What follows belongs to an exercise in optimizing a design on an open flow for small area; a production flow would make more cautious choices.
Power and IR drop assume default switching activity.

## main
// Act3_RPCalculator
module Act3_RPCalculator #(parameter N_debouncer = 10) (
        input  logic        clk, resetN,
        input  logic        Enter, Undo, DisplayFormat,
        input  logic [15:0] DataIn,
        output logic [3:0]  Flags,
        output logic [7:0]  CurrentState,
        output logic [6:0]  Segments,
        output logic [4:0]  Anodes
    );
Size: roughly 670 cells after synthesis, ~45 I/O pins.
==> module rpn_alu, before the edit <==
module rpn_alu (
        input  logic clk, reset, ld_a, ld_b, ld_op, ld_res, show,
        input  logic [15:0] DataIn,
        output logic [3:0] Flags,
        output logic [15:0] R
    );
    logic [15:0] A, B;
    logic [1:0]  Op;
    always_ff @(posedge clk) begin
        if (ld_a) A  <= DataIn;
        if (ld_b) B  <= DataIn;
        if (ld_op) Op <= DataIn[1:0];
    end
    logic [15:0] bx, g, p;
    logic [16:0] c;
    logic        sub;
    assign sub  = ~Op[1] & Op[0];
    assign bx   = B ^ {16{sub}};
    assign g    = A & bx;
    assign p    = A ^ bx;
    assign c[0] = sub;
    for (genvar i = 0; i < 16; i++) begin : g_add
        assign c[i+1] = g[i] | (p[i] & c[i]);
        assign R[i]   = Op[1] ? (Op[0] ? g[i] : (p[i] | g[i])) : (p[i] ^ c[i]);
    end
    logic cN, cZ, cC, cV;
    assign cN = R[15];
    assign cZ = (R == 16'd0);
    assign cC = ~Op[1] & c[16] & (~Op[0] | (B != 16'd0));
    assign cV = ~Op[1] & (c[16] ^ c[15]);
    always_ff @(posedge clk) begin
        if (reset)       Flags <= 4'd0;
        else if (ld_res) Flags <= {cN, cZ, cC, cV};
    end
endmodule
==> module rpn_conv, before the edit <==
module rpn_conv (
        input  logic clk, reset, show,
        input  logic [15:0] DataIn, R,
        output logic [15:0] disp,
        output logic [18:0] bcd,
        output logic        bcd_valid
    );
    assign disp = show ? R : DataIn;
    logic [15:0] prev;
    always_ff @(posedge clk) begin
        if (reset) prev <= 16'd0;
        else       prev <= disp;
    end
    logic update;
    assign update = (prev != disp);
    logic [5:0] cnt;
    logic       t_wait, t_load;
    logic       cidle;
    assign cidle = (cnt == 6'd0);
    always_ff @(posedge clk) begin
        if (reset) begin
            t_wait <= 1'b0;
            t_load <= 1'b0;
            cnt    <= 6'd0;
        end else begin
            t_wait <= (~t_wait & update) | (t_wait & ~cidle);
            t_load <= t_wait & cidle;
            cnt    <= cnt + {5'd0, (~cidle | t_load)};
        end
    end
    logic [17:0] sh;
    logic        bit_in;
    logic [17:0] sh_a3;
    assign bit_in = cnt[5] & disp[~cnt[4:1]];
    function automatic logic [3:0] add3(input logic [3:0] d);
        add3[3] = d[3] | (d[2] & (d[1] | d[0]));
        add3[2] = (d[2] & ~d[1] & ~d[0]) | (d[3] & d[0]);
        add3[1] = (d[1] & ~d[2]) | (d[1] & d[0]) | (d[3] & ~d[0]);
        add3[0] = (~d[3] & ~d[2] & d[0]) | (d[2] & d[1] & ~d[0]) | (d[3] & ~d[0]);
    endfunction
    assign sh_a3 = {sh[17:16], add3(sh[15:12]), add3(sh[11:8]), add3(sh[7:4]), add3(sh[3:0])};
    always_ff @(posedge clk) begin
        if (cnt[5] & ~cnt[0]) sh <= sh_a3;
        else                  sh <= {sh[16:0], bit_in};
    end
    always_ff @(posedge clk) begin
        if (cnt == 6'd63) bcd <= {sh, disp[0]};
        if (reset)             bcd_valid <= 1'b0;
        else if (cnt == 6'd63) bcd_valid <= 1'b1;
    end
endmodule
==> module Act3_RPCalculator, before the edit <==
module Act3_RPCalculator #(parameter N_debouncer = 10) (
        input  logic        clk, resetN,
        input  logic        Enter, Undo, DisplayFormat,
        input  logic [15:0] DataIn,
        output logic [3:0]  Flags,
        output logic [7:0]  CurrentState,
        output logic [6:0]  Segments,
        output logic [4:0]  Anodes
    );
    logic resetN_aux, resetN_sync, reset;
    always_ff @(posedge clk) begin
        resetN_aux  <= resetN;
        resetN_sync <= resetN_aux;
    end
    assign reset = ~resetN_sync;
    logic enter_p, undo_p, fmt;
    rpn_debounce #(10) db_enter (.clk(clk), .rst(reset), .PB(Enter),
        .pressed_pulse(enter_p), .pressed_status());
    rpn_debounce #(10) db_undo  (.clk(clk), .rst(reset), .PB(Undo),
        .pressed_pulse(undo_p), .pressed_status());
    rpn_debounce #(N_debouncer) db_fmt   (.clk(clk), .rst(reset), .PB(DisplayFormat),
        .pressed_pulse(), .pressed_status(fmt));
    logic [7:0] st;
    rpn_fsm fsm (.clk(clk), .reset(reset), .enter_p(enter_p), .undo_p(undo_p), .st(st));
    assign CurrentState = st;
    logic [15:0] disp, R;
    rpn_alu alu (.clk(clk), .reset(reset), .ld_a(st[1]), .ld_b(st[3]), .ld_op(st[5]),
        .ld_res(st[6]), .show(st[7]), .DataIn(DataIn), .Flags(Flags), .R(R));
    logic [18:0] bcd;
    logic        bcd_valid;
    rpn_conv conv (.clk(clk), .reset(reset), .show(st[7]),
        .DataIn(DataIn), .R(R), .disp(disp), .bcd(bcd), .bcd_valid(bcd_valid));
    rpn_disp dsp (.clk(clk), .reset(reset), .fmt(fmt), .disp(disp), .bcd(bcd), .bcd_valid(bcd_valid),
        .Segments(Segments), .Anodes(Anodes));
endmodule
clock: 7.0 ns
lec_check: 0
abc_area: 1
cap_margin: 20
core_margin: 2
core_utilization: 60
slew_margin: 20
standard.sh (not shown) runs the stock make flow with config.mk's settings and CLKGATE_MAP_FILE= SYNTH_SCRIPT=/design/flow/synth_recipe.tcl, a recipe that flattens the netlist after the stock synthesis.
==> flow/flow/run.sh <==
#!/bin/bash
# Own layout flow: the standard flow, with the combinational logic of the
# standard synthesis re-mapped by an area-oriented ABC script (no adder cells,
# no buffers on pass-through wires),
# and the smallest buffer on the ports. Registers (names, count, cell types)
# are those of the standard synthesis; the flow checks this before using the
# re-mapped netlist and falls back to the standard netlist otherwise.
set -euo pipefail
W=$(pwd)
R=$W/orfs/results/$FLOW_PLATFORM/Act3_RPCalculator/base

# 1. the standard synthesis (the reference for register names)
bash standard.sh synth > $W/std_synth.log 2>&1
cp $R/1_2_yosys.v $W/std_1_2_yosys.v

# 2. the same synthesis script with another ABC script and no adder mapping
rm -rf $W/own_scripts $W/own
cp -r $FLOW_HOME/scripts $W/own_scripts
cp $W/flow/abc_area.script $W/own_scripts/abc_area.script
make -C $FLOW_HOME DESIGN_CONFIG=$W/config.mk WORK_HOME=$W/own CLKGATE_MAP_FILE= \
    SYNTH_SCRIPT=$W/synth_recipe.tcl SCRIPTS_DIR=$W/own_scripts ABC_AREA=1 ADDER_MAP_FILE= SYNTH_INSBUF=0 \
    synth > $W/own_synth.log 2>&1 || true
OWN=$W/own/results/$FLOW_PLATFORM/Act3_RPCalculator/base/1_2_yosys.v

# 3. use it only if it has exactly the standard synthesis's registers
if [[ -f $OWN ]] && python3 $W/flow/check_regs.py $W/std_1_2_yosys.v $OWN > $W/check_regs.log 2>&1; then
    cp $OWN $R/1_2_yosys.v
    echo "using the re-mapped netlist" >> $W/check_regs.log
else
    echo "using the standard netlist" >> $W/check_regs.log
fi
rm -f $R/1_synth.odb $R/1_synth.sdc

# 4. the rest of the standard flow
# clock tree and port buffer settings
source $W/flow/knobs.sh
bash standard.sh "BUFFER_PORTS_ARGS=-buffer_cell $PORT_BUF" "CTS_ARGS=$CTS" $EXTRA finish > $W/std_layout.log 2>&1
Other scripts of this flow, unchanged in this note and not shown: flow/flow/abc_area.script, flow/flow/check_regs.py, flow/flow/knobs.sh
Although main finished all stages, its layout failed final checks on setup timing.
Changes in the feature branch relative to main:
--- a/flow/design.v
+++ b/flow/design.v
@@ -62,23 +62,23 @@
         if (reset) s <= WA;
         else       s <= n;
     end
     assign st = {s == SR, s == LR, s == LO, s == WO, s == LB, s == WB, s == LA, s == WA};
 endmodule
 module rpn_alu (
-        input  logic clk, reset, ld_a, ld_b, ld_op, ld_res, show,
+        input  logic clk, reset, ld_a, ld_b, ld_res,
         input  logic [15:0] DataIn,
+        input  logic [1:0]  Op,
         output logic [3:0] Flags,
-        output logic [15:0] R
+        output logic [15:0] R,
+        output logic        r_ne_in
     );
     logic [15:0] A, B;
-    logic [1:0]  Op;
     always_ff @(posedge clk) begin
         if (ld_a) A  <= DataIn;
         if (ld_b) B  <= DataIn;
-        if (ld_op) Op <= DataIn[1:0];
     end
     logic [15:0] bx, g, p;
     logic [16:0] c;
     logic        sub;
     assign sub  = ~Op[1] & Op[0];
     assign bx   = B ^ {16{sub}};
@@ -95,28 +95,31 @@
     assign cC = ~Op[1] & c[16] & (~Op[0] | (B != 16'd0));
     assign cV = ~Op[1] & (c[16] ^ c[15]);
     always_ff @(posedge clk) begin
         if (reset)       Flags <= 4'd0;
         else if (ld_res) Flags <= {cN, cZ, cC, cV};
     end
+    assign r_ne_in = (R != DataIn);
 endmodule
 module rpn_conv (
-        input  logic clk, reset, show,
+        input  logic clk, reset, ld_res, show, r_ne_in,
         input  logic [15:0] DataIn, R,
-        output logic [15:0] disp,
+        output logic [15:0] disp, prev,
         output logic [18:0] bcd,
         output logic        bcd_valid
     );
-    assign disp = show ? R : DataIn;
-    logic [15:0] prev;
-    always_ff @(posedge clk) begin
-        if (reset) prev <= 16'd0;
-        else       prev <= disp;
-    end
+    assign disp = show ? prev : DataIn;
+    always_ff @(posedge clk) begin
+        if (reset)       prev <= 16'd0;
+        else if (ld_res) prev <= R;
+        else if (!show)  prev <= DataIn;
+    end
+    logic u1;
+    always_ff @(posedge clk) u1 <= ld_res & r_ne_in;
     logic update;
-    assign update = (prev != disp);
+    assign update = show ? u1 : (prev != DataIn);
     logic [5:0] cnt;
     logic       t_wait, t_load;
     logic       cidle;
     assign cidle = (cnt == 6'd0);
     always_ff @(posedge clk) begin
         if (reset) begin
@@ -235,15 +238,17 @@
     rpn_debounce #(N_debouncer) db_fmt   (.clk(clk), .rst(reset), .PB(DisplayFormat),
         .pressed_pulse(), .pressed_status(fmt));
     logic [7:0] st;
     rpn_fsm fsm (.clk(clk), .reset(reset), .enter_p(enter_p), .undo_p(undo_p), .st(st));
     assign CurrentState = st;
     logic [15:0] disp, R;
-    rpn_alu alu (.clk(clk), .reset(reset), .ld_a(st[1]), .ld_b(st[3]), .ld_op(st[5]),
-        .ld_res(st[6]), .show(st[7]), .DataIn(DataIn), .Flags(Flags), .R(R));
+    logic        r_ne_in;
+    logic [15:0] prev;
+    rpn_alu alu (.clk(clk), .reset(reset), .ld_a(st[1]), .ld_b(st[3]),
+        .ld_res(st[6]), .DataIn(DataIn), .Op(prev[1:0]), .Flags(Flags), .R(R), .r_ne_in(r_ne_in));
     logic [18:0] bcd;
     logic        bcd_valid;
-    rpn_conv conv (.clk(clk), .reset(reset), .show(st[7]),
-        .DataIn(DataIn), .R(R), .disp(disp), .bcd(bcd), .bcd_valid(bcd_valid));
+    rpn_conv conv (.clk(clk), .reset(reset), .ld_res(st[6]), .show(st[7]), .r_ne_in(r_ne_in),
+        .DataIn(DataIn), .R(R), .disp(disp), .prev(prev), .bcd(bcd), .bcd_valid(bcd_valid));
     rpn_disp dsp (.clk(clk), .reset(reset), .fmt(fmt), .disp(disp), .bcd(bcd), .bcd_valid(bcd_valid),
         .Segments(Segments), .Anodes(Anodes));
 endmodule
==> run notes <==
- Clock network power share, main and the feature branch: smaller value in the feature branch
- Between main and the feature branch, the flow reports maximum number of pins on one net before global-route repair decreasing by more than 10%.
- Diff main -> the feature branch: die area went up by about 4%; first-pass GRT wire length picked up an extra about 3.5%; total sequential power went down; non-clock buffer count decreased by 39 relative to the old numbers.
- The net switching fraction of the power number comes out higher for the feature branch vs main.
- Compared with main, in the feature branch post-CTS setup-driven buffer insertion count down 19, quantity of I/O buffers inserted on ports flat.
- The feature branch finished end to end and its layout was clean on timing, DRC and antenna.
- Final setup TNS up 3.79 ns in the feature branch wrt main
- On total wire length, the higher figure sits with main, not the feature branch.
- The feature branch against main: register-to-register slack climbed 0.33 ns, area used by sequential logic in the layout dropped 1.3%, synthesized cell count climbed 27.
No functional check of the RTL was part of any run of this note.

## static timing again, ports no longer ideal
In the flow no input, the clock included, has a driving cell. The finished layouts below were timed again as built, in two steps.
Step 1, drivers: a clkbuf_16 drives clk and a buf_2 each remaining input, both assumed.
Step 2 adds t to the input delays and takes it off the output delays; t is the mean of the earliest and latest rising clock arrival at the registers after step 1. Input paths then give back, and output paths get back, about the clock's delay inside the block.
Slacks: no drivers / after step 1 / after step 2; pairs: no drivers / after step 1.
run | t (ns) | setup slack, ns | worst data-port slew with drivers (ns) | pins driven straight from the clock port
main | 0.433 | -0.637 / -0.672 / -0.239 | 0.04 | 1
the feature branch | 0.434 | 0.949 / 0.949 / 0.949 | 0.03 | 1
